Background: an optimization exercise with open tools, aiming at small area and a short achievable clock period. Do not read the settings as production practice.
Function was not checked in any run shown here: the RTL went through the layout flow alone.

==> flow/design.v, too long to show whole: its modules and the start of the top module <==
// module kalman_filter: 1248 lines
// module seg_driver: 95 lines
// module kalman_range: 70 lines
// module div100: 417 lines
// module mod100: 50 lines
module kalman_range (
    input               clk,
    input               rst_n,
    input       [18:0]  f_data_in,
    input       [18:0]  b_data_in,
    output      [6:0]   hex1,
    output      [6:0]   hex2,
    output      [6:0]   hex3,
    output      [6:0]   hex4,
    output      [6:0]   hex5,
    output      [6:0]   hex6,
    output      [6:0]   hex7,
    output      [6:0]   hex8,
    output      [12:0]  distance_data_f,
    output      [12:0]  distance_data_b
);
  // ...
==> flow/run.sh <==
#!/bin/bash
# synth_recipe.tcl (not shown) runs the flow's synth.tcl, then flattens the netlist and writes it again
# the make line also repeats each setting of config.mk as NAME=value (left out here)
make -C /OpenROAD-flow-scripts/flow DESIGN_CONFIG=/design/flow/config.mk WORK_HOME=/design/flow/orfs CLKGATE_MAP_FILE= SYNTH_SCRIPT=/design/flow/synth_recipe.tcl finish
==> flow/config.mk <==
export PLATFORM = sky130hd
export DESIGN_NAME = kalman_range
export DESIGN_NICKNAME = kalman_range
export VERILOG_FILES = /design/flow/design.v
export SDC_FILE = /design/flow/constraint.sdc
export NUM_CORES = 4
export LEC_CHECK = 0
export CAP_MARGIN = 20
export CORE_MARGIN = 2
export CORE_UTILIZATION = 40
export PLACE_DENSITY = 0.6
export SLEW_MARGIN = 20
==> flow/constraint.sdc <==
create_clock -name core_clock -period 140.0 [get_ports {clk}]
set_input_delay 28.0000 -clock core_clock [delete_from_list [all_inputs] [get_ports {clk}]]
set_output_delay 28.0000 -clock core_clock [all_outputs]
set_load 0.01 [all_outputs]
==> results by group, run 1 <==
Cells and area
  • Multi-input gate area in the final layout: between 20000 and 25000 sq um
  • Most common cell after layout, fill and taps aside: inv_1
  • Share of cells above drive strength 1: 0.0382
  • Filler instances: 6111
  • Cell Count, Final, Fillers Out: 3855

GRT
  • Gr busiest metal: met2
  • Tot GR Track Use: 0.240
  • Met3 usage: 0.0377

Synth
  • Number of synthesized register bits: between 80 and 90
  • Synth Area in Simple Gates: 0.106
  • Most used DFF post-synth: dfrtp_1
  • Post-synthesis adder-cell area fraction: 0.432

CTS
  • CTS clk-pin slew, worst paths: roughly 0.08 ns
  • CTS Hold Bufs: 0

Worst setup path
  • CP most frequent cell: fa_1
  • CP required: between 100 and 150 ns
  • Crit path depth: 36
  • Crit path capture type: register
  • CP max stage cell: xnor2_1

Floorplanning
  • Die Height: 255 um

Detailed routing
  • Wire length on met1: ~33000 um
  • WL met3: 5920 um

Worst hold path
  • Worst hold endpoint: u_seg_driver.point_1[0]

Placed design
  • GP Congestion: between 0.9 and 1

Run status
  • Status: finished clean

Timing
  • Tcrit/Tclk final: 0.266
  • Final hold vios: 0
==> module mod100, before the edit <==
module mod100(
    input   [18:0]  x,
    input   [12:0]  q,
    output  [6:0]   r
);
    wire m0 = ~q[0];
    wire m1 = ~q[0];
    wire m2 = ~q[1];
    wire m3 = ~q[0];
    wire m4 = ~q[1];
    wire m5 = ~q[2];
    wire m6 = ~q[3];
    wire m7 = ~q[4];
    wire m8 = ~x[2];
    wire m9 = x[3] ^ x[2];
    wire m10 = x[3] & x[2];
    wire m11 = x[4] ^ m5;
    wire m12 = x[4] & m5;
    wire m13 = x[5] ^ m1;
    wire m14 = ~m13;
    wire m15 = x[5] | m1;
    wire m16 = m6 ^ m12;
    wire m17 = m6 & m12;
    wire m18 = x[6] ^ m0;
    wire m19 = ~m18;
    wire m20 = x[6] | m0;
    wire m21 = m2 ^ m7 ^ m15;
    wire m22 = (m2 & m7) | (m2 & m15) | (m7 & m15);
    wire m23 = m19 ^ m17;
    wire m24 = m19 & m17;
    wire m25 = m3 & m8;
    wire m26 = m3 ^ m8;
    wire m27 = m4 & m9;
    wire m28 = m4 ^ m9;
    wire m29 = m10 & m11;
    wire m30 = m10 ^ m11;
    wire m31 = m14 & m16;
    wire m32 = m14 ^ m16;
    wire m33 = m21 & m23;
    wire m34 = m21 ^ m23;
    wire m35 = m27 | (m28 & m25);
    wire m36 = m29 | (m30 & m35);
    wire m37 = m31 | (m32 & m36);
    wire m38 = m33 | (m34 & m37);
    wire m39 = m28 ^ m25;
    wire m40 = m30 ^ m35;
    wire m41 = m32 ^ m36;
    wire m42 = m34 ^ m37;
    assign r = {m42, m41, m40, m39, m26, x[1], x[0]};
endmodule
==> run 2, diff against run 1 <==
--- a/flow/design.v
+++ b/flow/design.v
@@ -656,334 +656,334 @@
     wire n648 = n646 | n647;
     wire n649 = n648 ^ bsel[17];
     wire n650 = bsel[15] & n155;
     wire n651 = bsel[16] & n155;
     wire n652 = n650 | n651;
     wire n653 = n652 ^ bsel[17];
     wire n654 = ~n653;
     wire n655 = ~n155;
-    wire n656 = bsel[3] ^ n219 ^ n162;
-    wire n657 = (bsel[3] & n219) | (bsel[3] & n162) | (n219 & n162);
-    wire n658 = n221 ^ n155 ^ n165;
-    wire n659 = (n221 & n155) | (n221 & n165) | (n155 & n165);
-    wire n660 = n261 ^ n223 ^ n155;
-    wire n661 = (n261 & n223) | (n261 & n155) | (n223 & n155);
-    wire n662 = n168 ^ n659;
-    wire n663 = n168 & n659;
-    wire n664 = n264 ^ n155 ^ n225;
-    wire n665 = (n264 & n155) | (n264 & n225) | (n155 & n225);
-    wire n666 = n171 ^ n661 ^ n664;
-    wire n667 = (n171 & n661) | (n171 & n664) | (n661 & n664);
-    wire n668 = bsel[8] ^ n324 ^ n267;
-    wire n669 = (bsel[8] & n324) | (bsel[8] & n267) | (n324 & n267);
-    wire n670 = n155 ^ n227 ^ n174;
-    wire n671 = (n155 & n227) | (n155 & n174) | (n227 & n174);
-    wire n672 = n668 ^ n665 ^ n670;
-    wire n673 = (n668 & n665) | (n668 & n670) | (n665 & n670);
-    wire n674 = n328 ^ n155 ^ n270;
-    wire n675 = (n328 & n155) | (n328 & n270) | (n155 & n270);
-    wire n676 = n177 ^ n669 ^ n229;
-    wire n677 = (n177 & n669) | (n177 & n229) | (n669 & n229);
-    wire n678 = n674 ^ n671 ^ n676;
-    wire n679 = (n674 & n671) | (n674 & n676) | (n671 & n676);
-    wire n680 = bsel[11] ^ n407 ^ n155;
-    wire n681 = (bsel[11] & n407) | (bsel[11] & n155) | (n407 & n155);
-    wire n682 = n273 ^ n332 ^ n180;
-    wire n683 = (n273 & n332) | (n273 & n180) | (n332 & n180);
-    wire n684 = n231 ^ n675 ^ n680;
-    wire n685 = (n231 & n675) | (n231 & n680) | (n675 & n680);
-    wire n686 = n677 ^ n682 ^ n684;
-    wire n687 = (n677 & n682) | (n677 & n684) | (n682 & n684);
-    wire n688 = n411 ^ n155 ^ n276;
-    wire n689 = (n411 & n155) | (n411 & n276) | (n155 & n276);
-    wire n690 = n233 ^ n336 ^ n681;
-    wire n691 = (n233 & n336) | (n233 & n681) | (n336 & n681);
-    wire n692 = n183 ^ n683 ^ n688;
-    wire n693 = (n183 & n683) | (n183 & n688) | (n683 & n688);
-    wire n694 = n685 ^ n690 ^ n692;
-    wire n695 = (n685 & n690) | (n685 & n692) | (n690 & n692);
-    wire n696 = bsel[14] ^ n490 ^ n155;
-    wire n697 = (bsel[14] & n490) | (bsel[14] & n155) | (n490 & n155);
-    wire n698 = n415 ^ n279 ^ n235;
-    wire n699 = (n415 & n279) | (n415 & n235) | (n279 & n235);
-    wire n700 = n340 ^ n186 ^ n696;
-    wire n701 = (n340 & n186) | (n340 & n696) | (n186 & n696);
-    wire n702 = n689 ^ n691 ^ n698;
-    wire n703 = (n689 & n691) | (n689 & n698) | (n691 & n698);
-    wire n704 = n700 ^ n693 ^ n702;
-    wire n705 = (n700 & n693) | (n700 & n702) | (n693 & n702);
-    wire n706 = n494 ^ n155 ^ n282;
-    wire n707 = (n494 & n155) | (n494 & n282) | (n155 & n282);
-    wire n708 = n419 ^ n697 ^ n189;
-    wire n709 = (n419 & n697) | (n419 & n189) | (n697 & n189);
-    wire n710 = n237 ^ n344 ^ n699;
-    wire n711 = (n237 & n344) | (n237 & n699) | (n344 & n699);
-    wire n712 = n706 ^ n701 ^ n708;
-    wire n713 = (n706 & n701) | (n706 & n708) | (n701 & n708);
-    wire n714 = n703 ^ n710 ^ n712;
-    wire n715 = (n703 & n710) | (n703 & n712) | (n710 & n712);
-    wire n716 = bsel[17] ^ n573 ^ n155;
-    wire n717 = (bsel[17] & n573) | (bsel[17] & n155) | (n573 & n155);
-    wire n718 = n498 ^ n285 ^ n423;
-    wire n719 = (n498 & n285) | (n498 & n423) | (n285 & n423);
-    wire n720 = n192 ^ n716 ^ n239;
-    wire n721 = (n192 & n716) | (n192 & n239) | (n716 & n239);
-    wire n722 = n348 ^ n707 ^ n709;
-    wire n723 = (n348 & n707) | (n348 & n709) | (n707 & n709);
-    wire n724 = n718 ^ n720 ^ n711;
-    wire n725 = (n718 & n720) | (n718 & n711) | (n720 & n711);
-    wire n726 = n713 ^ n722 ^ n724;
-    wire n727 = (n713 & n722) | (n713 & n724) | (n722 & n724);
-    wire n728 = n577 ^ n155 ^ n502;
-    wire n729 = (n577 & n155) | (n577 & n502) | (n155 & n502);
-    wire n730 = n717 ^ n195 ^ n288;
-    wire n731 = (n717 & n195) | (n717 & n288) | (n195 & n288);
-    wire n732 = n241 ^ n352 ^ n427;
-    wire n733 = (n241 & n352) | (n241 & n427) | (n352 & n427);
-    wire n734 = n719 ^ n728 ^ n721;
-    wire n735 = (n719 & n728) | (n719 & n721) | (n728 & n721);
-    wire n736 = n730 ^ n732 ^ n723;
-    wire n737 = (n730 & n732) | (n730 & n723) | (n732 & n723);
-    wire n738 = n734 ^ n725 ^ n736;
-    wire n739 = (n734 & n725) | (n734 & n736) | (n725 & n736);
-    wire n740 = n136 ^ n155 ^ n581;
-    wire n741 = (n136 & n155) | (n136 & n581) | (n155 & n581);
-    wire n742 = n506 ^ n198 ^ n291;
-    wire n743 = (n506 & n198) | (n506 & n291) | (n198 & n291);
-    wire n744 = n243 ^ n356 ^ n431;
-    wire n745 = (n243 & n356) | (n243 & n431) | (n356 & n431);
-    wire n746 = n740 ^ n729 ^ n731;
-    wire n747 = (n740 & n729) | (n740 & n731) | (n729 & n731);
-    wire n748 = n733 ^ n742 ^ n744;
-    wire n749 = (n733 & n742) | (n733 & n744) | (n742 & n744);
-    wire n750 = n735 ^ n746 ^ n748;
-    wire n751 = (n735 & n746) | (n735 & n748) | (n746 & n748);
-    wire n752 = n737 ^ n750;
-    wire n753 = n737 & n750;
-    wire n754 = n137 ^ n155 ^ n585;
-    wire n755 = (n137 & n155) | (n137 & n585) | (n155 & n585);
-    wire n756 = n201 ^ n294 ^ n245;
-    wire n757 = (n201 & n294) | (n201 & n245) | (n294 & n245);
-    wire n758 = n435 ^ n510 ^ n741;
-    wire n759 = (n435 & n510) | (n435 & n741) | (n510 & n741);
-    wire n760 = n360 ^ n743 ^ n754;
-    wire n761 = (n360 & n743) | (n360 & n754) | (n743 & n754);
-    wire n762 = n745 ^ n756 ^ n758;
-    wire n763 = (n745 & n756) | (n745 & n758) | (n756 & n758);
-    wire n764 = n747 ^ n760 ^ n749;
-    wire n765 = (n747 & n760) | (n747 & n749) | (n760 & n749);
-    wire n766 = n762 ^ n751 ^ n764;
-    wire n767 = (n762 & n751) | (n762 & n764) | (n751 & n764);
-    wire n768 = data_out[0] ^ n138 ^ n589;
-    wire n769 = (data_out[0] & n138) | (data_out[0] & n589) | (n138 & n589);
-    wire n770 = n204 ^ n297 ^ n247;
-    wire n771 = (n204 & n297) | (n204 & n247) | (n297 & n247);
-    wire n772 = n439 ^ n514 ^ n364;
-    wire n773 = (n439 & n514) | (n439 & n364) | (n514 & n364);
-    wire n774 = n755 ^ n768 ^ n757;
-    wire n775 = (n755 & n768) | (n755 & n757) | (n768 & n757);
-    wire n776 = n759 ^ n770 ^ n761;
-    wire n777 = (n759 & n770) | (n759 & n761) | (n770 & n761);
-    wire n778 = n772 ^ n774 ^ n763;
-    wire n779 = (n772 & n774) | (n772 & n763) | (n774 & n763);
-    wire n780 = n776 ^ n765 ^ n778;
-    wire n781 = (n776 & n765) | (n776 & n778) | (n765 & n778);
-    wire n782 = data_out[1] ^ n139 ^ n300;
-    wire n783 = (data_out[1] & n139) | (data_out[1] & n300) | (n139 & n300);
-    wire n784 = n249 ^ n518 ^ n593;
-    wire n785 = (n249 & n518) | (n249 & n593) | (n518 & n593);
-    wire n786 = n207 ^ n368 ^ n443;
-    wire n787 = (n207 & n368) | (n207 & n443) | (n368 & n443);
-    wire n788 = n769 ^ n771 ^ n782;
-    wire n789 = (n769 & n771) | (n769 & n782) | (n771 & n782);
-    wire n790 = n784 ^ n773 ^ n786;
-    wire n791 = (n784 & n773) | (n784 & n786) | (n773 & n786);
-    wire n792 = n775 ^ n788 ^ n777;
-    wire n793 = (n775 & n788) | (n775 & n777) | (n788 & n777);
-    wire n794 = n790 ^ n779 ^ n792;
-    wire n795 = (n790 & n779) | (n790 & n792) | (n779 & n792);
-    wire n796 = data_out[2] ^ n140 ^ n303;
-    wire n797 = (data_out[2] & n140) | (data_out[2] & n303) | (n140 & n303);
-    wire n798 = n251 ^ n522 ^ n597;
-    wire n799 = (n251 & n522) | (n251 & n597) | (n522 & n597);
-    wire n800 = n210 ^ n372 ^ n447;
-    wire n801 = (n210 & n372) | (n210 & n447) | (n372 & n447);
-    wire n802 = n783 ^ n785 ^ n796;
-    wire n803 = (n783 & n785) | (n783 & n796) | (n785 & n796);
-    wire n804 = n798 ^ n787 ^ n800;
-    wire n805 = (n798 & n787) | (n798 & n800) | (n787 & n800);
-    wire n806 = n789 ^ n802 ^ n791;
-    wire n807 = (n789 & n802) | (n789 & n791) | (n802 & n791);
-    wire n808 = n804 ^ n793 ^ n806;
-    wire n809 = (n804 & n793) | (n804 & n806) | (n793 & n806);
-    wire n810 = data_out[3] ^ n141 ^ n306;
-    wire n811 = (data_out[3] & n141) | (data_out[3] & n306) | (n141 & n306);
-    wire n812 = n601 ^ n213 ^ n253;
-    wire n813 = (n601 & n213) | (n601 & n253) | (n213 & n253);
-    wire n814 = n376 ^ n451 ^ n526;
-    wire n815 = (n376 & n451) | (n376 & n526) | (n451 & n526);
-    wire n816 = n797 ^ n799 ^ n810;
-    wire n817 = (n797 & n799) | (n797 & n810) | (n799 & n810);
-    wire n818 = n801 ^ n812 ^ n814;
-    wire n819 = (n801 & n812) | (n801 & n814) | (n812 & n814);
-    wire n820 = n803 ^ n816 ^ n805;
-    wire n821 = (n803 & n816) | (n803 & n805) | (n816 & n805);
-    wire n822 = n818 ^ n807 ^ n820;
-    wire n823 = (n818 & n807) | (n818 & n820) | (n807 & n820);
+    wire n656, n657;
+    add_fa nu0 (.a(bsel[3]), .b(n219), .c(n162), .s(n656), .co(n657));
+    wire n658, n659;
+    add_fa nu1 (.a(n221), .b(n155), .c(n165), .s(n658), .co(n659));
+    wire n660, n661;
+    add_fa nu2 (.a(n261), .b(n223), .c(n155), .s(n660), .co(n661));
+    wire n662, n663;
+    add_ha nu3 (.a(n168), .b(n659), .s(n662), .co(n663));
+    wire n664, n665;
+    add_fa nu4 (.a(n264), .b(n155), .c(n225), .s(n664), .co(n665));
+    wire n666, n667;
+    add_fa nu5 (.a(n171), .b(n661), .c(n664), .s(n666), .co(n667));
+    wire n668, n669;
+    add_fa nu6 (.a(bsel[8]), .b(n324), .c(n267), .s(n668), .co(n669));
+    wire n670, n671;
+    add_fa nu7 (.a(n155), .b(n227), .c(n174), .s(n670), .co(n671));
+    wire n672, n673;
+    add_fa nu8 (.a(n668), .b(n665), .c(n670), .s(n672), .co(n673));
+    wire n674, n675;
+    add_fa nu9 (.a(n328), .b(n155), .c(n270), .s(n674), .co(n675));
+    wire n676, n677;
+    add_fa nu10 (.a(n177), .b(n669), .c(n229), .s(n676), .co(n677));
+    wire n678, n679;
+    add_fa nu11 (.a(n674), .b(n671), .c(n676), .s(n678), .co(n679));
+    wire n680, n681;
+    add_fa nu12 (.a(bsel[11]), .b(n407), .c(n155), .s(n680), .co(n681));
+    wire n682, n683;
+    add_fa nu13 (.a(n273), .b(n332), .c(n180), .s(n682), .co(n683));
+    wire n684, n685;
+    add_fa nu14 (.a(n231), .b(n675), .c(n680), .s(n684), .co(n685));
+    wire n686, n687;
+    add_fa nu15 (.a(n677), .b(n682), .c(n684), .s(n686), .co(n687));
+    wire n688, n689;
+    add_fa nu16 (.a(n411), .b(n155), .c(n276), .s(n688), .co(n689));
+    wire n690, n691;
+    add_fa nu17 (.a(n233), .b(n336), .c(n681), .s(n690), .co(n691));
+    wire n692, n693;
+    add_fa nu18 (.a(n183), .b(n683), .c(n688), .s(n692), .co(n693));
+    wire n694, n695;
+    add_fa nu19 (.a(n685), .b(n690), .c(n692), .s(n694), .co(n695));
+    wire n696, n697;
+    add_fa nu20 (.a(bsel[14]), .b(n490), .c(n155), .s(n696), .co(n697));
+    wire n698, n699;
+    add_fa nu21 (.a(n415), .b(n279), .c(n235), .s(n698), .co(n699));
+    wire n700, n701;
+    add_fa nu22 (.a(n340), .b(n186), .c(n696), .s(n700), .co(n701));
+    wire n702, n703;
+    add_fa nu23 (.a(n689), .b(n691), .c(n698), .s(n702), .co(n703));
+    wire n704, n705;
+    add_fa nu24 (.a(n700), .b(n693), .c(n702), .s(n704), .co(n705));
+    wire n706, n707;
+    add_fa nu25 (.a(n494), .b(n155), .c(n282), .s(n706), .co(n707));
+    wire n708, n709;
+    add_fa nu26 (.a(n419), .b(n697), .c(n189), .s(n708), .co(n709));
+    wire n710, n711;
+    add_fa nu27 (.a(n237), .b(n344), .c(n699), .s(n710), .co(n711));
+    wire n712, n713;
+    add_fa nu28 (.a(n706), .b(n701), .c(n708), .s(n712), .co(n713));
+    wire n714, n715;
+    add_fa nu29 (.a(n703), .b(n710), .c(n712), .s(n714), .co(n715));
+    wire n716, n717;
+    add_fa nu30 (.a(bsel[17]), .b(n573), .c(n155), .s(n716), .co(n717));
+    wire n718, n719;
+    add_fa nu31 (.a(n498), .b(n285), .c(n423), .s(n718), .co(n719));
+    wire n720, n721;
+    add_fa nu32 (.a(n192), .b(n716), .c(n239), .s(n720), .co(n721));
+    wire n722, n723;
+    add_fa nu33 (.a(n348), .b(n707), .c(n709), .s(n722), .co(n723));
+    wire n724, n725;
+    add_fa nu34 (.a(n718), .b(n720), .c(n711), .s(n724), .co(n725));
+    wire n726, n727;
+    add_fa nu35 (.a(n713), .b(n722), .c(n724), .s(n726), .co(n727));
+    wire n728, n729;
+    add_fa nu36 (.a(n577), .b(n155), .c(n502), .s(n728), .co(n729));
+    wire n730, n731;
+    add_fa nu37 (.a(n717), .b(n195), .c(n288), .s(n730), .co(n731));
+    wire n732, n733;
+    add_fa nu38 (.a(n241), .b(n352), .c(n427), .s(n732), .co(n733));
+    wire n734, n735;
+    add_fa nu39 (.a(n719), .b(n728), .c(n721), .s(n734), .co(n735));
+    wire n736, n737;
+    add_fa nu40 (.a(n730), .b(n732), .c(n723), .s(n736), .co(n737));
+    wire n738, n739;
+    add_fa nu41 (.a(n734), .b(n725), .c(n736), .s(n738), .co(n739));
+    wire n740, n741;
+    add_fa nu42 (.a(n136), .b(n155), .c(n581), .s(n740), .co(n741));
+    wire n742, n743;
+    add_fa nu43 (.a(n506), .b(n198), .c(n291), .s(n742), .co(n743));
+    wire n744, n745;
+    add_fa nu44 (.a(n243), .b(n356), .c(n431), .s(n744), .co(n745));
+    wire n746, n747;
+    add_fa nu45 (.a(n740), .b(n729), .c(n731), .s(n746), .co(n747));
+    wire n748, n749;
+    add_fa nu46 (.a(n733), .b(n742), .c(n744), .s(n748), .co(n749));
+    wire n750, n751;
+    add_fa nu47 (.a(n735), .b(n746), .c(n748), .s(n750), .co(n751));
+    wire n752, n753;
+    add_ha nu48 (.a(n737), .b(n750), .s(n752), .co(n753));
+    wire n754, n755;
+    add_fa nu49 (.a(n137), .b(n155), .c(n585), .s(n754), .co(n755));
+    wire n756, n757;
+    add_fa nu50 (.a(n201), .b(n294), .c(n245), .s(n756), .co(n757));
+    wire n758, n759;
+    add_fa nu51 (.a(n435), .b(n510), .c(n741), .s(n758), .co(n759));
+    wire n760, n761;
+    add_fa nu52 (.a(n360), .b(n743), .c(n754), .s(n760), .co(n761));
+    wire n762, n763;
+    add_fa nu53 (.a(n745), .b(n756), .c(n758), .s(n762), .co(n763));
+    wire n764, n765;
+    add_fa nu54 (.a(n747), .b(n760), .c(n749), .s(n764), .co(n765));
+    wire n766, n767;
+    add_fa nu55 (.a(n762), .b(n751), .c(n764), .s(n766), .co(n767));
+    wire n768, n769;
+    add_fa nu56 (.a(data_out[0]), .b(n138), .c(n589), .s(n768), .co(n769));
+    wire n770, n771;
+    add_fa nu57 (.a(n204), .b(n297), .c(n247), .s(n770), .co(n771));
+    wire n772, n773;
+    add_fa nu58 (.a(n439), .b(n514), .c(n364), .s(n772), .co(n773));
+    wire n774, n775;
+    add_fa nu59 (.a(n755), .b(n768), .c(n757), .s(n774), .co(n775));
+    wire n776, n777;
+    add_fa nu60 (.a(n759), .b(n770), .c(n761), .s(n776), .co(n777));
+    wire n778, n779;
+    add_fa nu61 (.a(n772), .b(n774), .c(n763), .s(n778), .co(n779));
+    wire n780, n781;
+    add_fa nu62 (.a(n776), .b(n765), .c(n778), .s(n780), .co(n781));
+    wire n782, n783;
+    add_fa nu63 (.a(data_out[1]), .b(n139), .c(n300), .s(n782), .co(n783));
+    wire n784, n785;
+    add_fa nu64 (.a(n249), .b(n518), .c(n593), .s(n784), .co(n785));
+    wire n786, n787;
+    add_fa nu65 (.a(n207), .b(n368), .c(n443), .s(n786), .co(n787));
+    wire n788, n789;
+    add_fa nu66 (.a(n769), .b(n771), .c(n782), .s(n788), .co(n789));
+    wire n790, n791;
+    add_fa nu67 (.a(n784), .b(n773), .c(n786), .s(n790), .co(n791));
+    wire n792, n793;
+    add_fa nu68 (.a(n775), .b(n788), .c(n777), .s(n792), .co(n793));
+    wire n794, n795;
+    add_fa nu69 (.a(n790), .b(n779), .c(n792), .s(n794), .co(n795));
+    wire n796, n797;
+    add_fa nu70 (.a(data_out[2]), .b(n140), .c(n303), .s(n796), .co(n797));
+    wire n798, n799;
+    add_fa nu71 (.a(n251), .b(n522), .c(n597), .s(n798), .co(n799));
+    wire n800, n801;
+    add_fa nu72 (.a(n210), .b(n372), .c(n447), .s(n800), .co(n801));
+    wire n802, n803;
+    add_fa nu73 (.a(n783), .b(n785), .c(n796), .s(n802), .co(n803));
+    wire n804, n805;
+    add_fa nu74 (.a(n798), .b(n787), .c(n800), .s(n804), .co(n805));
+    wire n806, n807;
+    add_fa nu75 (.a(n789), .b(n802), .c(n791), .s(n806), .co(n807));
+    wire n808, n809;
+    add_fa nu76 (.a(n804), .b(n793), .c(n806), .s(n808), .co(n809));
+    wire n810, n811;
+    add_fa nu77 (.a(data_out[3]), .b(n141), .c(n306), .s(n810), .co(n811));
+    wire n812, n813;
+    add_fa nu78 (.a(n601), .b(n213), .c(n253), .s(n812), .co(n813));
+    wire n814, n815;
+    add_fa nu79 (.a(n376), .b(n451), .c(n526), .s(n814), .co(n815));
+    wire n816, n817;
+    add_fa nu80 (.a(n797), .b(n799), .c(n810), .s(n816), .co(n817));
+    wire n818, n819;
+    add_fa nu81 (.a(n801), .b(n812), .c(n814), .s(n818), .co(n819));
+    wire n820, n821;
+    add_fa nu82 (.a(n803), .b(n816), .c(n805), .s(n820), .co(n821));
+    wire n822, n823;
+    add_fa nu83 (.a(n818), .b(n807), .c(n820), .s(n822), .co(n823));
     wire n824 = data_out[4] ^ n142;
     wire n825 = ~n824;
     wire n826 = data_out[4] | n142;
-    wire n827 = n825 ^ n217 ^ n309;
-    wire n828 = (n825 & n217) | (n825 & n309) | (n217 & n309);
-    wire n829 = n605 ^ n255 ^ n380;
-    wire n830 = (n605 & n255) | (n605 & n380) | (n255 & n380);
-    wire n831 = n455 ^ n530 ^ n811;
-    wire n832 = (n455 & n530) | (n455 & n811) | (n530 & n811);
-    wire n833 = n827 ^ n813 ^ n815;
-    wire n834 = (n827 & n813) | (n827 & n815) | (n813 & n815);
-    wire n835 = n829 ^ n817 ^ n831;
-    wire n836 = (n829 & n817) | (n829 & n831) | (n817 & n831);
-    wire n837 = n819 ^ n833 ^ n835;
-    wire n838 = (n819 & n833) | (n819 & n835) | (n833 & n835);
-    wire n839 = n821 ^ n837;
-    wire n840 = n821 & n837;
+    wire n827, n828;
+    add_fa nu84 (.a(n825), .b(n217), .c(n309), .s(n827), .co(n828));
+    wire n829, n830;
+    add_fa nu85 (.a(n605), .b(n255), .c(n380), .s(n829), .co(n830));
+    wire n831, n832;
+    add_fa nu86 (.a(n455), .b(n530), .c(n811), .s(n831), .co(n832));
+    wire n833, n834;
+    add_fa nu87 (.a(n827), .b(n813), .c(n815), .s(n833), .co(n834));
+    wire n835, n836;
+    add_fa nu88 (.a(n829), .b(n817), .c(n831), .s(n835), .co(n836));
+    wire n837, n838;
+    add_fa nu89 (.a(n819), .b(n833), .c(n835), .s(n837), .co(n838));
+    wire n839, n840;
+    add_ha nu90 (.a(n821), .b(n837), .s(n839), .co(n840));
     wire n841 = data_out[5] ^ n143;
     wire n842 = ~n841;
     wire n843 = data_out[5] | n143;
-    wire n844 = n826 ^ n842 ^ n257;
-    wire n845 = (n826 & n842) | (n826 & n257) | (n842 & n257);
-    wire n846 = n312 ^ n384 ^ n459;
-    wire n847 = (n312 & n384) | (n312 & n459) | (n384 & n459);
-    wire n848 = n534 ^ n609 ^ n828;
-    wire n849 = (n534 & n609) | (n534 & n828) | (n609 & n828);
-    wire n850 = n844 ^ n830 ^ n832;
-    wire n851 = (n844 & n830) | (n844 & n832) | (n830 & n832);
-    wire n852 = n846 ^ n848 ^ n834;
-    wire n853 = (n846 & n848) | (n846 & n834) | (n848 & n834);
-    wire n854 = n836 ^ n850 ^ n852;
-    wire n855 = (n836 & n850) | (n836 & n852) | (n850 & n852);
-    wire n856 = n838 ^ n854;
-    wire n857 = n838 & n854;
-    wire n858 = data_out[6] ^ n144 ^ n843;
-    wire n859 = (data_out[6] & n144) | (data_out[6] & n843) | (n144 & n843);
-    wire n860 = n260 ^ n858 ^ n315;
-    wire n861 = (n260 & n858) | (n260 & n315) | (n858 & n315);
-    wire n862 = n388 ^ n463 ^ n538;
-    wire n863 = (n388 & n463) | (n388 & n538) | (n463 & n538);
-    wire n864 = n613 ^ n845 ^ n847;
-    wire n865 = (n613 & n845) | (n613 & n847) | (n845 & n847);
-    wire n866 = n860 ^ n849 ^ n862;
-    wire n867 = (n860 & n849) | (n860 & n862) | (n849 & n862);
-    wire n868 = n851 ^ n864 ^ n866;
-    wire n869 = (n851 & n864) | (n851 & n866) | (n864 & n866);
-    wire n870 = n853 ^ n868 ^ n855;
-    wire n871 = (n853 & n868) | (n853 & n855) | (n868 & n855);
+    wire n844, n845;
+    add_fa nu91 (.a(n826), .b(n842), .c(n257), .s(n844), .co(n845));
+    wire n846, n847;
+    add_fa nu92 (.a(n312), .b(n384), .c(n459), .s(n846), .co(n847));
+    wire n848, n849;
+    add_fa nu93 (.a(n534), .b(n609), .c(n828), .s(n848), .co(n849));
+    wire n850, n851;
+    add_fa nu94 (.a(n844), .b(n830), .c(n832), .s(n850), .co(n851));
+    wire n852, n853;
+    add_fa nu95 (.a(n846), .b(n848), .c(n834), .s(n852), .co(n853));
+    wire n854, n855;
+    add_fa nu96 (.a(n836), .b(n850), .c(n852), .s(n854), .co(n855));
+    wire n856, n857;
+    add_ha nu97 (.a(n838), .b(n854), .s(n856), .co(n857));
+    wire n858, n859;
+    add_fa nu98 (.a(data_out[6]), .b(n144), .c(n843), .s(n858), .co(n859));
+    wire n860, n861;
+    add_fa nu99 (.a(n260), .b(n858), .c(n315), .s(n860), .co(n861));
+    wire n862, n863;
+    add_fa nu100 (.a(n388), .b(n463), .c(n538), .s(n862), .co(n863));
+    wire n864, n865;
+    add_fa nu101 (.a(n613), .b(n845), .c(n847), .s(n864), .co(n865));
+    wire n866, n867;
+    add_fa nu102 (.a(n860), .b(n849), .c(n862), .s(n866), .co(n867));
+    wire n868, n869;
+    add_fa nu103 (.a(n851), .b(n864), .c(n866), .s(n868), .co(n869));
+    wire n870, n871;
+    add_fa nu104 (.a(n853), .b(n868), .c(n855), .s(n870), .co(n871));
     wire n872 = data_out[7] ^ n145;
     wire n873 = ~n872;
     wire n874 = data_out[7] | n145;
-    wire n875 = n873 ^ n859 ^ n318;
-    wire n876 = (n873 & n859) | (n873 & n318) | (n859 & n318);
-    wire n877 = n467 ^ n542 ^ n617;
-    wire n878 = (n467 & n542) | (n467 & n617) | (n542 & n617);
-    wire n879 = n392 ^ n861 ^ n863;
-    wire n880 = (n392 & n861) | (n392 & n863) | (n861 & n863);
-    wire n881 = n875 ^ n877 ^ n865;
-    wire n882 = (n875 & n877) | (n875 & n865) | (n877 & n865);
-    wire n883 = n867 ^ n879 ^ n881;
-    wire n884 = (n867 & n879) | (n867 & n881) | (n879 & n881);
-    wire n885 = n869 ^ n883;
-    wire n886 = n869 & n883;
-    wire n887 = data_out[8] ^ n146 ^ n874;
-    wire n888 = (data_out[8] & n146) | (data_out[8] & n874) | (n146 & n874);
-    wire n889 = n322 ^ n471 ^ n546;
-    wire n890 = (n322 & n471) | (n322 & n546) | (n471 & n546);
-    wire n891 = n621 ^ n887 ^ n396;
-    wire n892 = (n621 & n887) | (n621 & n396) | (n887 & n396);
-    wire n893 = n876 ^ n878 ^ n889;
-    wire n894 = (n876 & n878) | (n876 & n889) | (n878 & n889);
-    wire n895 = n891 ^ n880 ^ n893;
-    wire n896 = (n891 & n880) | (n891 & n893) | (n880 & n893);
-    wire n897 = n882 ^ n895 ^ n884;
-    wire n898 = (n882 & n895) | (n882 & n884) | (n895 & n884);
+    wire n875, n876;
+    add_fa nu105 (.a(n873), .b(n859), .c(n318), .s(n875), .co(n876));
+    wire n877, n878;
+    add_fa nu106 (.a(n467), .b(n542), .c(n617), .s(n877), .co(n878));
+    wire n879, n880;
+    add_fa nu107 (.a(n392), .b(n861), .c(n863), .s(n879), .co(n880));
+    wire n881, n882;
+    add_fa nu108 (.a(n875), .b(n877), .c(n865), .s(n881), .co(n882));
+    wire n883, n884;
+    add_fa nu109 (.a(n867), .b(n879), .c(n881), .s(n883), .co(n884));
+    wire n885, n886;
+    add_ha nu110 (.a(n869), .b(n883), .s(n885), .co(n886));
+    wire n887, n888;
+    add_fa nu111 (.a(data_out[8]), .b(n146), .c(n874), .s(n887), .co(n888));
+    wire n889, n890;
+    add_fa nu112 (.a(n322), .b(n471), .c(n546), .s(n889), .co(n890));
+    wire n891, n892;
+    add_fa nu113 (.a(n621), .b(n887), .c(n396), .s(n891), .co(n892));
+    wire n893, n894;
+    add_fa nu114 (.a(n876), .b(n878), .c(n889), .s(n893), .co(n894));
+    wire n895, n896;
+    add_fa nu115 (.a(n891), .b(n880), .c(n893), .s(n895), .co(n896));
+    wire n897, n898;
+    add_fa nu116 (.a(n882), .b(n895), .c(n884), .s(n897), .co(n898));
     wire n899 = data_out[9] ^ n147;
     wire n900 = ~n899;
     wire n901 = data_out[9] | n147;
-    wire n902 = n900 ^ n888 ^ n550;
-    wire n903 = (n900 & n888) | (n900 & n550) | (n888 & n550);
-    wire n904 = n625 ^ n400 ^ n475;
-    wire n905 = (n625 & n400) | (n625 & n475) | (n400 & n475);
-    wire n906 = n890 ^ n902 ^ n892;
-    wire n907 = (n890 & n902) | (n890 & n892) | (n902 & n892);
-    wire n908 = n904 ^ n894 ^ n906;
-    wire n909 = (n904 & n894) | (n904 & n906) | (n894 & n906);
-    wire n910 = n896 ^ n908;
-    wire n911 = n896 & n908;
-    wire n912 = data_out[10] ^ n148 ^ n901;
-    wire n913 = (data_out[10] & n148) | (data_out[10] & n901) | (n148 & n901);
-    wire n914 = n405 ^ n554 ^ n629;
-    wire n915 = (n405 & n554) | (n405 & n629) | (n554 & n629);
-    wire n916 = n912 ^ n479 ^ n903;
-    wire n917 = (n912 & n479) | (n912 & n903) | (n479 & n903);
-    wire n918 = n914 ^ n905 ^ n916;
-    wire n919 = (n914 & n905) | (n914 & n916) | (n905 & n916);
-    wire n920 = n907 ^ n918 ^ n909;
-    wire n921 = (n907 & n918) | (n907 & n909) | (n918 & n909);
+    wire n902, n903;
+    add_fa nu117 (.a(n900), .b(n888), .c(n550), .s(n902), .co(n903));
+    wire n904, n905;
+    add_fa nu118 (.a(n625), .b(n400), .c(n475), .s(n904), .co(n905));
+    wire n906, n907;
+    add_fa nu119 (.a(n890), .b(n902), .c(n892), .s(n906), .co(n907));
+    wire n908, n909;
+    add_fa nu120 (.a(n904), .b(n894), .c(n906), .s(n908), .co(n909));
+    wire n910, n911;
+    add_ha nu121 (.a(n896), .b(n908), .s(n910), .co(n911));
+    wire n912, n913;
+    add_fa nu122 (.a(data_out[10]), .b(n148), .c(n901), .s(n912), .co(n913));
+    wire n914, n915;
+    add_fa nu123 (.a(n405), .b(n554), .c(n629), .s(n914), .co(n915));
+    wire n916, n917;
+    add_fa nu124 (.a(n912), .b(n479), .c(n903), .s(n916), .co(n917));
+    wire n918, n919;
+    add_fa nu125 (.a(n914), .b(n905), .c(n916), .s(n918), .co(n919));
+    wire n920, n921;
+    add_fa nu126 (.a(n907), .b(n918), .c(n909), .s(n920), .co(n921));
     wire n922 = data_out[11] ^ n149;
     wire n923 = ~n922;
     wire n924 = data_out[11] | n149;
-    wire n925 = n923 ^ n913 ^ n633;
-    wire n926 = (n923 & n913) | (n923 & n633) | (n913 & n633);
-    wire n927 = n483 ^ n558 ^ n915;
-    wire n928 = (n483 & n558) | (n483 & n915) | (n558 & n915);
-    wire n929 = n925 ^ n917 ^ n927;
-    wire n930 = (n925 & n917) | (n925 & n927) | (n917 & n927);
-    wire n931 = n919 ^ n929;
-    wire n932 = n919 & n929;
-    wire n933 = data_out[12] ^ n150 ^ n924;
-    wire n934 = (data_out[12] & n150) | (data_out[12] & n924) | (n150 & n924);
-    wire n935 = n488 ^ n637 ^ n933;
-    wire n936 = (n488 & n637) | (n488 & n933) | (n637 & n933);
-    wire n937 = n562 ^ n926 ^ n935;
-    wire n938 = (n562 & n926) | (n562 & n935) | (n926 & n935);
-    wire n939 = n928 ^ n937 ^ n930;
-    wire n940 = (n928 & n937) | (n928 & n930) | (n937 & n930);
+    wire n925, n926;
+    add_fa nu127 (.a(n923), .b(n913), .c(n633), .s(n925), .co(n926));
+    wire n927, n928;
+    add_fa nu128 (.a(n483), .b(n558), .c(n915), .s(n927), .co(n928));
+    wire n929, n930;
+    add_fa nu129 (.a(n925), .b(n917), .c(n927), .s(n929), .co(n930));
+    wire n931, n932;
+    add_ha nu130 (.a(n919), .b(n929), .s(n931), .co(n932));
+    wire n933, n934;
+    add_fa nu131 (.a(data_out[12]), .b(n150), .c(n924), .s(n933), .co(n934));
+    wire n935, n936;
+    add_fa nu132 (.a(n488), .b(n637), .c(n933), .s(n935), .co(n936));
+    wire n937, n938;
+    add_fa nu133 (.a(n562), .b(n926), .c(n935), .s(n937), .co(n938));
+    wire n939, n940;
+    add_fa nu134 (.a(n928), .b(n937), .c(n930), .s(n939), .co(n940));
     wire n941 = data_out[13] ^ n151;
     wire n942 = ~n941;
     wire n943 = data_out[13] | n151;
-    wire n944 = n942 ^ n934 ^ n566;
-    wire n945 = (n942 & n934) | (n942 & n566) | (n934 & n566);
-    wire n946 = n641 ^ n936 ^ n944;
-    wire n947 = (n641 & n936) | (n641 & n944) | (n936 & n944);
-    wire n948 = n938 ^ n946;
-    wire n949 = n938 & n946;
-    wire n950 = data_out[14] ^ n152 ^ n943;
-    wire n951 = (data_out[14] & n152) | (data_out[14] & n943) | (n152 & n943);
-    wire n952 = n571 ^ n950 ^ n645;
-    wire n953 = (n571 & n950) | (n571 & n645) | (n950 & n645);
-    wire n954 = n945 ^ n952 ^ n947;
-    wire n955 = (n945 & n952) | (n945 & n947) | (n952 & n947);
+    wire n944, n945;
+    add_fa nu135 (.a(n942), .b(n934), .c(n566), .s(n944), .co(n945));
+    wire n946, n947;
+    add_fa nu136 (.a(n641), .b(n936), .c(n944), .s(n946), .co(n947));
+    wire n948, n949;
+    add_ha nu137 (.a(n938), .b(n946), .s(n948), .co(n949));
+    wire n950, n951;
+    add_fa nu138 (.a(data_out[14]), .b(n152), .c(n943), .s(n950), .co(n951));
+    wire n952, n953;
+    add_fa nu139 (.a(n571), .b(n950), .c(n645), .s(n952), .co(n953));
+    wire n954, n955;
+    add_fa nu140 (.a(n945), .b(n952), .c(n947), .s(n954), .co(n955));
     wire n956 = data_out[15] ^ n153;
     wire n957 = ~n956;
     wire n958 = data_out[15] | n153;
-    wire n959 = n957 ^ n951 ^ n649;
-    wire n960 = (n957 & n951) | (n957 & n649) | (n951 & n649);
-    wire n961 = n953 ^ n959;
-    wire n962 = n953 & n959;
-    wire n963 = data_out[16] ^ n154 ^ n958;
-    wire n964 = (data_out[16] & n154) | (data_out[16] & n958) | (n154 & n958);
-    wire n965 = n654 ^ n963 ^ n960;
-    wire n966 = (n654 & n963) | (n654 & n960) | (n963 & n960);
+    wire n959, n960;
+    add_fa nu141 (.a(n957), .b(n951), .c(n649), .s(n959), .co(n960));
+    wire n961, n962;
+    add_ha nu142 (.a(n953), .b(n959), .s(n961), .co(n962));
+    wire n963, n964;
+    add_fa nu143 (.a(data_out[16]), .b(n154), .c(n958), .s(n963), .co(n964));
+    wire n965, n966;
+    add_fa nu144 (.a(n654), .b(n963), .c(n960), .s(n965), .co(n966));
     wire n967 = data_out[17] ^ n155;
     wire n968 = ~n967;
     wire n969 = data_out[17] | n155;
-    wire n970 = n968 ^ n964;
-    wire n971 = n968 & n964;
-    wire n972 = data_out[18] ^ n655 ^ n969;
-    wire n973 = (data_out[18] & n655) | (data_out[18] & n969) | (n655 & n969);
+    wire n970, n971;
+    add_ha nu145 (.a(n968), .b(n964), .s(n970), .co(n971));
+    wire n972, n973;
+    add_fa nu146 (.a(data_out[18]), .b(n655), .c(n969), .s(n972), .co(n973));
     wire n974 = n156 & n155;
     wire n975 = n156 ^ n155;
     wire n976 = n159 & n155;
     wire n977 = n159 ^ n155;
     wire n978 = n155 & n656;
     wire n979 = n155 ^ n656;
     wire n980 = n657 & n658;
     wire n981 = n657 ^ n658;
@@ -1429,162 +1429,162 @@
     wire d11 = ~x[11];
     wire d12 = ~x[12];
     wire d13 = ~x[13];
     wire d14 = ~x[14];
     wire d15 = ~x[15];
     wire d16 = ~x[16];
     wire d17 = ~x[17];
     wire d18 = ~x[18];
-    wire d19 = d0 ^ d2;
-    wire d20 = d0 & d2;
-    wire d21 = d1 ^ d3 ^ d6;
-    wire d22 = (d1 & d3) | (d1 & d6) | (d3 & d6);
-    wire d23 = d2 ^ d4 ^ d7;
-    wire d24 = (d2 & d4) | (d2 & d7) | (d4 & d7);
-    wire d25 = d3 ^ d5 ^ d8;
-    wire d26 = (d3 & d5) | (d3 & d8) | (d5 & d8);
-    wire d27 = d4 ^ d6 ^ d9;
-    wire d28 = (d4 & d6) | (d4 & d9) | (d6 & d9);
-    wire d29 = x[0] ^ d5 ^ d7;
-    wire d30 = (x[0] & d5) | (x[0] & d7) | (d5 & d7);
-    wire d31 = d10 ^ d28;
-    wire d32 = d10 & d28;
-    wire d33 = x[1] ^ d6 ^ d8;
-    wire d34 = (x[1] & d6) | (x[1] & d8) | (d6 & d8);
-    wire d35 = d11 ^ d30 ^ d33;
-    wire d36 = (d11 & d30) | (d11 & d33) | (d30 & d33);
-    wire d37 = x[2] ^ d7 ^ d9;
-    wire d38 = (x[2] & d7) | (x[2] & d9) | (d7 & d9);
-    wire d39 = d12 ^ d34 ^ d37;
-    wire d40 = (d12 & d34) | (d12 & d37) | (d34 & d37);
-    wire d41 = x[0] ^ x[3] ^ d8;
-    wire d42 = (x[0] & x[3]) | (x[0] & d8) | (x[3] & d8);
-    wire d43 = d10 ^ d13 ^ d38;
-    wire d44 = (d10 & d13) | (d10 & d38) | (d13 & d38);
-    wire d45 = d41 ^ d43;
-    wire d46 = d41 & d43;
-    wire d47 = x[1] ^ x[4] ^ d9;
-    wire d48 = (x[1] & x[4]) | (x[1] & d9) | (x[4] & d9);
-    wire d49 = d11 ^ d14 ^ d42;
-    wire d50 = (d11 & d14) | (d11 & d42) | (d14 & d42);
-    wire d51 = d47 ^ d44 ^ d49;
-    wire d52 = (d47 & d44) | (d47 & d49) | (d44 & d49);
+    wire d19, d20;
+    add_ha du0 (.a(d0), .b(d2), .s(d19), .co(d20));
+    wire d21, d22;
+    add_fa du1 (.a(d1), .b(d3), .c(d6), .s(d21), .co(d22));
+    wire d23, d24;
+    add_fa du2 (.a(d2), .b(d4), .c(d7), .s(d23), .co(d24));
+    wire d25, d26;
+    add_fa du3 (.a(d3), .b(d5), .c(d8), .s(d25), .co(d26));
+    wire d27, d28;
+    add_fa du4 (.a(d4), .b(d6), .c(d9), .s(d27), .co(d28));
+    wire d29, d30;
+    add_fa du5 (.a(x[0]), .b(d5), .c(d7), .s(d29), .co(d30));
+    wire d31, d32;
+    add_ha du6 (.a(d10), .b(d28), .s(d31), .co(d32));
+    wire d33, d34;
+    add_fa du7 (.a(x[1]), .b(d6), .c(d8), .s(d33), .co(d34));
+    wire d35, d36;
+    add_fa du8 (.a(d11), .b(d30), .c(d33), .s(d35), .co(d36));
+    wire d37, d38;
+    add_fa du9 (.a(x[2]), .b(d7), .c(d9), .s(d37), .co(d38));
+    wire d39, d40;
+    add_fa du10 (.a(d12), .b(d34), .c(d37), .s(d39), .co(d40));
+    wire d41, d42;
+    add_fa du11 (.a(x[0]), .b(x[3]), .c(d8), .s(d41), .co(d42));
+    wire d43, d44;
+    add_fa du12 (.a(d10), .b(d13), .c(d38), .s(d43), .co(d44));
+    wire d45, d46;
+    add_ha du13 (.a(d41), .b(d43), .s(d45), .co(d46));
+    wire d47, d48;
+    add_fa du14 (.a(x[1]), .b(x[4]), .c(d9), .s(d47), .co(d48));
+    wire d49, d50;
+    add_fa du15 (.a(d11), .b(d14), .c(d42), .s(d49), .co(d50));
+    wire d51, d52;
+    add_fa du16 (.a(d47), .b(d44), .c(d49), .s(d51), .co(d52));
     wire d53 = x[0] ^ x[2];
     wire d54 = ~d53;
     wire d55 = x[0] | x[2];
-    wire d56 = x[5] ^ d10 ^ d12;
-    wire d57 = (x[5] & d10) | (x[5] & d12) | (d10 & d12);
-    wire d58 = d15 ^ d54 ^ d48;
-    wire d59 = (d15 & d54) | (d15 & d48) | (d54 & d48);
-    wire d60 = d56 ^ d50 ^ d58;
-    wire d61 = (d56 & d50) | (d56 & d58) | (d50 & d58);
-    wire d62 = x[1] ^ x[3] ^ x[6];
-    wire d63 = (x[1] & x[3]) | (x[1] & x[6]) | (x[3] & x[6]);
-    wire d64 = d11 ^ d13 ^ d16;
-    wire d65 = (d11 & d13) | (d11 & d16) | (d13 & d16);
-    wire d66 = d55 ^ d57 ^ d62;
-    wire d67 = (d55 & d57) | (d55 & d62) | (d57 & d62);
-    wire d68 = d64 ^ d59 ^ d66;
-    wire d69 = (d64 & d59) | (d64 & d66) | (d59 & d66);
-    wire d70 = x[2] ^ x[4] ^ x[7];
-    wire d71 = (x[2] & x[4]) | (x[2] & x[7]) | (x[4] & x[7]);
-    wire d72 = d12 ^ d14 ^ d17;
-    wire d73 = (d12 & d14) | (d12 & d17) | (d14 & d17);
-    wire d74 = d63 ^ d65 ^ d70;
-    wire d75 = (d63 & d65) | (d63 & d70) | (d65 & d70);
-    wire d76 = d72 ^ d67 ^ d74;
-    wire d77 = (d72 & d67) | (d72 & d74) | (d67 & d74);
-    wire d78 = x[3] ^ x[5] ^ x[8];
-    wire d79 = (x[3] & x[5]) | (x[3] & x[8]) | (x[5] & x[8]);
-    wire d80 = d13 ^ d15 ^ d18;
-    wire d81 = (d13 & d15) | (d13 & d18) | (d15 & d18);
-    wire d82 = d71 ^ d73 ^ d78;
-    wire d83 = (d71 & d73) | (d71 & d78) | (d73 & d78);
-    wire d84 = d80 ^ d75 ^ d82;
-    wire d85 = (d80 & d75) | (d80 & d82) | (d75 & d82);
+    wire d56, d57;
+    add_fa du17 (.a(x[5]), .b(d10), .c(d12), .s(d56), .co(d57));
+    wire d58, d59;
+    add_fa du18 (.a(d15), .b(d54), .c(d48), .s(d58), .co(d59));
+    wire d60, d61;
+    add_fa du19 (.a(d56), .b(d50), .c(d58), .s(d60), .co(d61));
+    wire d62, d63;
+    add_fa du20 (.a(x[1]), .b(x[3]), .c(x[6]), .s(d62), .co(d63));
+    wire d64, d65;
+    add_fa du21 (.a(d11), .b(d13), .c(d16), .s(d64), .co(d65));
+    wire d66, d67;
+    add_fa du22 (.a(d55), .b(d57), .c(d62), .s(d66), .co(d67));
+    wire d68, d69;
+    add_fa du23 (.a(d64), .b(d59), .c(d66), .s(d68), .co(d69));
+    wire d70, d71;
+    add_fa du24 (.a(x[2]), .b(x[4]), .c(x[7]), .s(d70), .co(d71));
+    wire d72, d73;
+    add_fa du25 (.a(d12), .b(d14), .c(d17), .s(d72), .co(d73));
+    wire d74, d75;
+    add_fa du26 (.a(d63), .b(d65), .c(d70), .s(d74), .co(d75));
+    wire d76, d77;
+    add_fa du27 (.a(d72), .b(d67), .c(d74), .s(d76), .co(d77));
+    wire d78, d79;
+    add_fa du28 (.a(x[3]), .b(x[5]), .c(x[8]), .s(d78), .co(d79));
+    wire d80, d81;
+    add_fa du29 (.a(d13), .b(d15), .c(d18), .s(d80), .co(d81));
+    wire d82, d83;
+    add_fa du30 (.a(d71), .b(d73), .c(d78), .s(d82), .co(d83));
+    wire d84, d85;
+    add_fa du31 (.a(d80), .b(d75), .c(d82), .s(d84), .co(d85));
     wire d86 = x[4] ^ x[6];
     wire d87 = ~d86;
     wire d88 = x[4] | x[6];
-    wire d89 = x[9] ^ d14 ^ d16;
-    wire d90 = (x[9] & d14) | (x[9] & d16) | (d14 & d16);
-    wire d91 = d87 ^ d79 ^ d81;
-    wire d92 = (d87 & d79) | (d87 & d81) | (d79 & d81);
-    wire d93 = d89 ^ d83 ^ d91;
-    wire d94 = (d89 & d83) | (d89 & d91) | (d83 & d91);
+    wire d89, d90;
+    add_fa du32 (.a(x[9]), .b(d14), .c(d16), .s(d89), .co(d90));
+    wire d91, d92;
+    add_fa du33 (.a(d87), .b(d79), .c(d81), .s(d91), .co(d92));
+    wire d93, d94;
+    add_fa du34 (.a(d89), .b(d83), .c(d91), .s(d93), .co(d94));
     wire d95 = x[5] ^ x[7];
     wire d96 = ~d95;
     wire d97 = x[5] | x[7];
-    wire d98 = x[10] ^ d15 ^ d17;
-    wire d99 = (x[10] & d15) | (x[10] & d17) | (d15 & d17);
-    wire d100 = d88 ^ d96 ^ d90;
-    wire d101 = (d88 & d96) | (d88 & d90) | (d96 & d90);
-    wire d102 = d98 ^ d92 ^ d100;
-    wire d103 = (d98 & d92) | (d98 & d100) | (d92 & d100);
+    wire d98, d99;
+    add_fa du35 (.a(x[10]), .b(d15), .c(d17), .s(d98), .co(d99));
+    wire d100, d101;
+    add_fa du36 (.a(d88), .b(d96), .c(d90), .s(d100), .co(d101));
+    wire d102, d103;
+    add_fa du37 (.a(d98), .b(d92), .c(d100), .s(d102), .co(d103));
     wire d104 = x[6] ^ x[8];
     wire d105 = ~d104;
     wire d106 = x[6] | x[8];
-    wire d107 = x[11] ^ d16 ^ d18;
-    wire d108 = (x[11] & d16) | (x[11] & d18) | (d16 & d18);
-    wire d109 = d97 ^ d105 ^ d99;
-    wire d110 = (d97 & d105) | (d97 & d99) | (d105 & d99);
-    wire d111 = d107 ^ d101 ^ d109;
-    wire d112 = (d107 & d101) | (d107 & d109) | (d101 & d109);
-    wire d113 = x[7] ^ x[9] ^ x[12];
-    wire d114 = (x[7] & x[9]) | (x[7] & x[12]) | (x[9] & x[12]);
-    wire d115 = d17 ^ d106 ^ d108;
-    wire d116 = (d17 & d106) | (d17 & d108) | (d106 & d108);
-    wire d117 = d113 ^ d110 ^ d115;
-    wire d118 = (d113 & d110) | (d113 & d115) | (d110 & d115);
+    wire d107, d108;
+    add_fa du38 (.a(x[11]), .b(d16), .c(d18), .s(d107), .co(d108));
+    wire d109, d110;
+    add_fa du39 (.a(d97), .b(d105), .c(d99), .s(d109), .co(d110));
+    wire d111, d112;
+    add_fa du40 (.a(d107), .b(d101), .c(d109), .s(d111), .co(d112));
+    wire d113, d114;
+    add_fa du41 (.a(x[7]), .b(x[9]), .c(x[12]), .s(d113), .co(d114));
+    wire d115, d116;
+    add_fa du42 (.a(d17), .b(d106), .c(d108), .s(d115), .co(d116));
+    wire d117, d118;
+    add_fa du43 (.a(d113), .b(d110), .c(d115), .s(d117), .co(d118));
     wire d119 = x[8] ^ x[10];
     wire d120 = ~d119;
     wire d121 = x[8] | x[10];
-    wire d122 = x[13] ^ d18 ^ d120;
-    wire d123 = (x[13] & d18) | (x[13] & d120) | (d18 & d120);
-    wire d124 = d114 ^ d116 ^ d122;
-    wire d125 = (d114 & d116) | (d114 & d122) | (d116 & d122);
-    wire d126 = x[9] ^ x[11] ^ x[14];
-    wire d127 = (x[9] & x[11]) | (x[9] & x[14]) | (x[11] & x[14]);
-    wire d128 = d121 ^ d126 ^ d123;
-    wire d129 = (d121 & d126) | (d121 & d123) | (d126 & d123);
+    wire d122, d123;
+    add_fa du44 (.a(x[13]), .b(d18), .c(d120), .s(d122), .co(d123));
+    wire d124, d125;
+    add_fa du45 (.a(d114), .b(d116), .c(d122), .s(d124), .co(d125));
+    wire d126, d127;
+    add_fa du46 (.a(x[9]), .b(x[11]), .c(x[14]), .s(d126), .co(d127));
+    wire d128, d129;
+    add_fa du47 (.a(d121), .b(d126), .c(d123), .s(d128), .co(d129));
     wire d130 = x[10] ^ x[12];
     wire d131 = ~d130;
     wire d132 = x[10] | x[12];
-    wire d133 = x[15] ^ d131 ^ d127;
-    wire d134 = (x[15] & d131) | (x[15] & d127) | (d131 & d127);
+    wire d133, d134;
+    add_fa du48 (.a(x[15]), .b(d131), .c(d127), .s(d133), .co(d134));
     wire d135 = x[11] ^ x[13];
     wire d136 = ~d135;
     wire d137 = x[11] | x[13];
-    wire d138 = x[16] ^ d132 ^ d136;
-    wire d139 = (x[16] & d132) | (x[16] & d136) | (d132 & d136);
+    wire d138, d139;
+    add_fa du49 (.a(x[16]), .b(d132), .c(d136), .s(d138), .co(d139));
     wire d140 = x[12] ^ x[14];
     wire d141 = ~d140;
     wire d142 = x[12] | x[14];
-    wire d143 = x[17] ^ d137 ^ d141;
-    wire d144 = (x[17] & d137) | (x[17] & d141) | (d137 & d141);
+    wire d143, d144;
+    add_fa du50 (.a(x[17]), .b(d137), .c(d141), .s(d143), .co(d144));
     wire d145 = x[13] ^ x[15];
     wire d146 = ~d145;
     wire d147 = x[13] | x[15];
-    wire d148 = x[18] ^ d142 ^ d146;
-    wire d149 = (x[18] & d142) | (x[18] & d146) | (d142 & d146);
+    wire d148, d149;
+    add_fa du51 (.a(x[18]), .b(d142), .c(d146), .s(d148), .co(d149));
     wire d150 = x[14] ^ x[16];
     wire d151 = ~d150;
     wire d152 = x[14] | x[16];
-    wire d153 = d147 ^ d151;
-    wire d154 = d147 & d151;
+    wire d153, d154;
+    add_ha du52 (.a(d147), .b(d151), .s(d153), .co(d154));
     wire d155 = x[15] ^ x[17];
     wire d156 = ~d155;
     wire d157 = x[15] | x[17];
-    wire d158 = d152 ^ d156;
-    wire d159 = d152 & d156;
+    wire d158, d159;
+    add_ha du53 (.a(d152), .b(d156), .s(d158), .co(d159));
     wire d160 = x[16] ^ x[18];
     wire d161 = ~d160;
     wire d162 = x[16] | x[18];
-    wire d163 = d157 ^ d161;
-    wire d164 = d157 & d161;
+    wire d163, d164;
+    add_ha du54 (.a(d157), .b(d161), .s(d163), .co(d164));
     wire d165 = x[17] ^ d162;
     wire d166 = ~d165;
     wire d167 = x[17] | d162;
     wire d168 = ~x[18];
     wire d169 = d0 & d3;
     wire d170 = d0 ^ d3;
     wire d171 = d1 & d4;
     wire d172 = d1 ^ d4;
@@ -1837,32 +1837,32 @@
     wire m1 = ~q[0];
     wire m2 = ~q[1];
     wire m3 = ~q[0];
     wire m4 = ~q[1];
     wire m5 = ~q[2];
     wire m6 = ~q[3];
     wire m7 = ~q[4];
     wire m8 = ~x[2];
-    wire m9 = x[3] ^ x[2];
-    wire m10 = x[3] & x[2];
-    wire m11 = x[4] ^ m5;
-    wire m12 = x[4] & m5;
+    wire m9, m10;
+    add_ha mu0 (.a(x[3]), .b(x[2]), .s(m9), .co(m10));
+    wire m11, m12;
+    add_ha mu1 (.a(x[4]), .b(m5), .s(m11), .co(m12));
     wire m13 = x[5] ^ m1;
     wire m14 = ~m13;
     wire m15 = x[5] | m1;
-    wire m16 = m6 ^ m12;
-    wire m17 = m6 & m12;
+    wire m16, m17;
+    add_ha mu2 (.a(m6), .b(m12), .s(m16), .co(m17));
     wire m18 = x[6] ^ m0;
     wire m19 = ~m18;
     wire m20 = x[6] | m0;
-    wire m21 = m2 ^ m7 ^ m15;
-    wire m22 = (m2 & m7) | (m2 & m15) | (m7 & m15);
-    wire m23 = m19 ^ m17;
-    wire m24 = m19 & m17;
+    wire m21, m22;
+    add_fa mu3 (.a(m2), .b(m7), .c(m15), .s(m21), .co(m22));
+    wire m23, m24;
+    add_ha mu4 (.a(m19), .b(m17), .s(m23), .co(m24));
     wire m25 = m3 & m8;
     wire m26 = m3 ^ m8;
     wire m27 = m4 & m9;
     wire m28 = m4 ^ m9;
     wire m29 = m10 & m11;
     wire m30 = m10 ^ m11;
     wire m31 = m14 & m16;
     wire m32 = m14 ^ m16;
@@ -1873,8 +1873,16 @@
     wire m37 = m31 | (m32 & m36);
     wire m38 = m33 | (m34 & m37);
     wire m39 = m28 ^ m25;
     wire m40 = m30 ^ m35;
     wire m41 = m32 ^ m36;
     wire m42 = m34 ^ m37;
     assign r = {m42, m41, m40, m39, m26, x[1], x[0]};
 endmodule
+module add_fa(input a, input b, input c, output s, output co);
+    assign s  = a ^ b ^ c;
+    assign co = (a & b) | (a & c) | (b & c);
+endmodule
+module add_ha(input a, input b, output s, output co);
+    assign s  = a ^ b;
+    assign co = a & b;
+endmodule
--- a/flow/config.mk
+++ b/flow/config.mk
@@ -5,8 +5,10 @@
 export SDC_FILE = /design/flow/constraint.sdc
 export NUM_CORES = 4
 export LEC_CHECK = 0
 export CAP_MARGIN = 20
 export CORE_MARGIN = 2
 export CORE_UTILIZATION = 40
 export PLACE_DENSITY = 0.6
 export SLEW_MARGIN = 20
+export SYNTH_HIERARCHICAL = 1
+export SYNTH_MINIMUM_KEEP_SIZE = 0
==> run 2 against run 1 <==
  * Sequential share of layout area decreased by 0.078 points
  * Worst setup slack improved by 1.7 ns
  * Clock skew down 0.0080 ns
  * Register-to-register slack better by 1.5 ns
  * Final cell count decreased by 7.1%
  * Core utilization up 0.066 points
  * Sequential cell count is the same
  * Die area is 1.6% higher
  * Critical path depth fell by 7
  * Cell area increased by 1.1%
  * Non-clock buffer count decreased by 6
  * Critical endpoint unchanged
==> results by group, run 2 <==
Run status
  • Status: finished clean (unchanged)

Detailed routing
  • Antenna Violating Nets Remaining: 0 (unchanged)
  • Via/cell ratio: 5.72 (was 5.62)
  • Avg WL per Cell: 20.6 um (was 20.3 um)
  • Initial drt markers: 1858 (was 1984)
  • Via count: 20.5k (was 21.7k)

Worst setup path
  • Critical path startpoint category: input pin (unchanged)
  • Arrival time worst endpoint: 35.78 ns (was 37.51 ns)
  • Reg2reg path depth: 27 (was 34)
  • Largest delay contributor family on the critical path: adder cells (was compound AO/OA/AOI/OAI gates)
  • CP most frequent cell: fa_1 (unchanged)
  • Crit path capture type: register (unchanged)
  • Crit Reg-Reg Endpoint: f_kalman_filter.data_out[17] (unchanged)
  • CP max stage cell: fa_1 (was xnor2_1)
  • Critical Path Max Stage Delay: 0.57 ns (was 0.80 ns)
  • Crit path buf inv count: 4 (was 5)
  • Crit path max fanout: 10 (was 12)
  • CP required: 140.25 ns (was 140.29 ns)
  • Worst R2R Setup Slack: 131.77 ns (was 130.25 ns)

Timing
  • Minimum clock period: 35.52 ns (was 37.22 ns)
  • Sum Neg Setup Slack: 0 ns (unchanged)
  • Final hold vios: 0 (unchanged)
  • Tcrit/Tclk final: 0.254 (was 0.266)

GRT
  • Tot GR Track Use: 0.223 (was 0.240)
  • Largest net degree at the start of global routing: 65 (was 50)
  • First-pass GRT wire length: 118000 um (was 125000 um)

Run
  • Max Cap Viol: 0 (unchanged)

Worst hold path
  • Worst hold endpoint: u_seg_driver.point_3[0] (was u_seg_driver.point_1[0])
  • Min-delay worst type: reg2reg (unchanged)
  • Min-delay src: u_seg_driver.r1[0] (was u_seg_driver.q1[0])
  • Hold depth: 0 (unchanged)

Synth
  • Cell count after synthesis: 2752 (was 3014)
  • Cell Area, Synth: 25700 sq um (was 25300 sq um)
  • Sequential fraction of the synthesis area: 0.0783 (was 0.0796)
  • Synth cell types: 116 (was 97)
  • Most common cell in the netlist: fa_1 (was inv_1)
  • Synth warn: 9 (was 3)
  • Top cell type's share of synthesized area: 0.305 (was 0.295)
  • Commonest cells post-synth: fa_1 (392), ha_1 (277), inv_1 (259), xnor2_1 (253), nand2_1 (218) (was inv_1 (530), fa_1 (373), ha_1 (276), o21ai_0 (185), nand2_1 (183))
  • Post-synth ARST share: 0.762 (unchanged)
  • Number of synthesized register bits: 84 (unchanged)
  • EDFF count, synth: 0 (unchanged)
  • Most used DFF post-synth: dfrtp_1 (unchanged)

Placed design
  • Number of port buffers: 120 (unchanged)
  • DPL Wire Length: 57200 um (was 60200 um)
  • GP Congestion: 0.929 (was 0.918)

Floorplanning
  • Initial Utilization: 0.406 (was 0.403)
  • Die Width: 257 um (was 255 um)
  • Core area: 63300 sq um (was 62700 sq um)
  • Ports: 122 (unchanged)
  • Die area: 66300 sq um (was 65200 sq um)
  • Die Height: 257 um (was 255 um)

Cells and area
  • Area grow syn2layout: 7.58% (was 8.19%)
  • Share of cells above drive strength 1: 0.0632 (was 0.0382)
  • Cell Count, Final, Fillers Out: 3583 (was 3855)
  • Most common cell after layout, fill and taps aside: fa_1 (was inv_1)
  • Total Nets Final: 3441 (was 3692)

CTS
  • Clock root buffer: clkbuf_16 (unchanged)
  • CTS clk-pin slew, worst paths: 0.07 ns (was 0.08 ns)
  • Buffer depth of the longest clock path: 2 (unchanged)
  • Post-CTS Setup Inserts: 0 (unchanged)
  • Worst-skew pair later-pin latency: 0.37 ns (was 0.40 ns)
  • CTS tree: yes (unchanged)
  • CTS Buf Count: 9 (unchanged)
  • CTS H-tree lvls: 3 (unchanged)
  • CTS Hold Bufs: 0 (unchanged)
run 2: cell types whose count changed in the layout (fill, tap and decap cells not counted), moves of 15 or more:
cell,change
o22ai_1,-83
nand2_1,+34
mux2i_1,-15
fa_1,+19
a21oi_1,-71
nor2_1,-85
xnor2_1,+123
inv_1,-271
a22oi_1,+104
o21ai_0,-64
run 2: how the worst max path moves through the flow:
stage / startpoint / to / slack [ns] / depth (start not counted)
2_1_floorplan: f_data_in[0] / f_kalman_filter.data_out[17] / 105.24 / 28
3_3_place_gp: f_data_in[0] / f_kalman_filter.data_out[17] / 104.27 / 30
3_5_place_dp: f_data_in[0] / f_kalman_filter.data_out[17] / 104.12 / 29
4_1_cts: f_data_in[0] / f_kalman_filter.data_out[17] / 104.48 / 29
5_1_grt: f_data_in[0] / f_kalman_filter.data_out[17] / 104.12 / 29
6_report: f_data_in[0] / f_kalman_filter.data_out[17] / 104.48 / 29
run 2: worst reg2reg max path, stage by stage, from the launching register on:
cell and delay (ns):
dfrtp_1 0.68, ha_1 0.25, inv_1 0.05, fa_1 0.44, a211oi_2 0.35, o21ai_0 0.18, a21oi_1 0.25, nor2b_1 0.08
nor2_1 0.13, fa_1 0.57, inv_2 0.26, a22oi_1 0.14, xnor2_1 0.20, fa_1 0.45, fa_1 0.45, fa_1 0.46
fa_1 0.49, ha_1 0.30, ha_1 0.34, a21o_1 0.18, a21o_1 0.19, a221o_1 0.36, nand2_1 0.09, o211ai_2 0.14
a31o_4 0.29, a31o_4 0.26, fa_1 0.38, xor2_1 0.17
run 2: kinds of logic (layout without fill, tap and decap cells):
group / after synthesis / after routing / share of synthesized area
buffers and inverters: 464 / 449 / 0.0785
other: 1 / 1 / 0.000146
XOR/XNOR: 305 / 305 / 0.106
flip-flops: 84 / 84 / 0.0783
AND/OR/NAND/NOR: 535 / 535 / 0.103
AO/OA/AOI/OAI: 677 / 677 / 0.187
multiplexers: 14 / 14 / 0.00555
adder cells (fa/ha/maj): 672 / 672 / 0.442
run 2: layer usage:
layer	vias up	part of all wire	track usage	wire length (um)
met5	-	0	0	0
met1	10200	0.43	0.299	31400
met3	133	0.070	0.0326	5150
li1	9335	-	-	-
met4	0	0.026	0.0633	1880
met2	807	0.48	0.373	35300
run 2: cell type report:
class                           instances  area [sq um]
Clock buffer                           10           229
Timing Repair Buffer                  164          1530
Fill cell                            6063         35700
Tap cell                              846          1060
Sequential cell                        84          2010
Inverter                              269          1010
Multi-Input combinational cell       2204         21800
Clock inverter                          6          42.5
run 2: per-stage QoR:
| step | setup WS, ns | cell area (sq um) | hold WS (ns) | util |
|---|---|---|---|---|
| floorplan | 105.24 | 25700 | 0.316 | - |
| global placement | 104.27 | 27400 | 0.338 | 0.432 |
| detailed placement | 104.12 | 27400 | 0.345 | 0.432 |
| CTS | 104.48 | 27600 | 0.355 | 0.436 |
| global route | 104.12 | 27600 | 0.360 | 0.437 |
| finish | 104.48 | 27600 | 0.358 | 0.437 |
run 2: modules after synthesis (local to each module, per instance):
module,flip-flops and latches,times used,cells inside
kalman_filter,19,2,617
kalman_range,3,1,46
mod100,0,1,27
div100,0,2,186
add_ha,0,36,1
seg_driver,43,1,664
add_fa,0,373,1

[port drivers added, routing unchanged]
Ports are ideal in the flow. The routed layouts listed here were re-timed in OpenROAD.
Step 1 (the two cells are an assumption about what drives the block):
set clk [get_ports {clk}]
set_driving_cell -lib_cell sky130_fd_sc_hd__clkbuf_16 $clk
set_driving_cell -lib_cell sky130_fd_sc_hd__buf_2 [delete_from_list [all_inputs] $clk]
Step 2 adds t to the input delays and takes it off the output delays; t is the mean of the earliest and latest rising clock arrival at the registers after step 1. Input paths then give back, and output paths get back, about the clock's delay inside the block.
Slacks: ideal ports / drivers / drivers and shift; pairs: ideal ports / drivers.
run | shift t [ns] | setup WS [ns] | cell pins on the clock port's net
run 1 | 0.447 | 102.776 / 102.808 / 102.361 | 1
run 2 | 0.425 | 104.479 / 104.513 / 104.088 | 1
After both steps setup and hold are still met in every run listed. For run 1, which loses most, drivers alone change the setup slack by +0.032 ns; drivers and shift together by -0.415 ns.
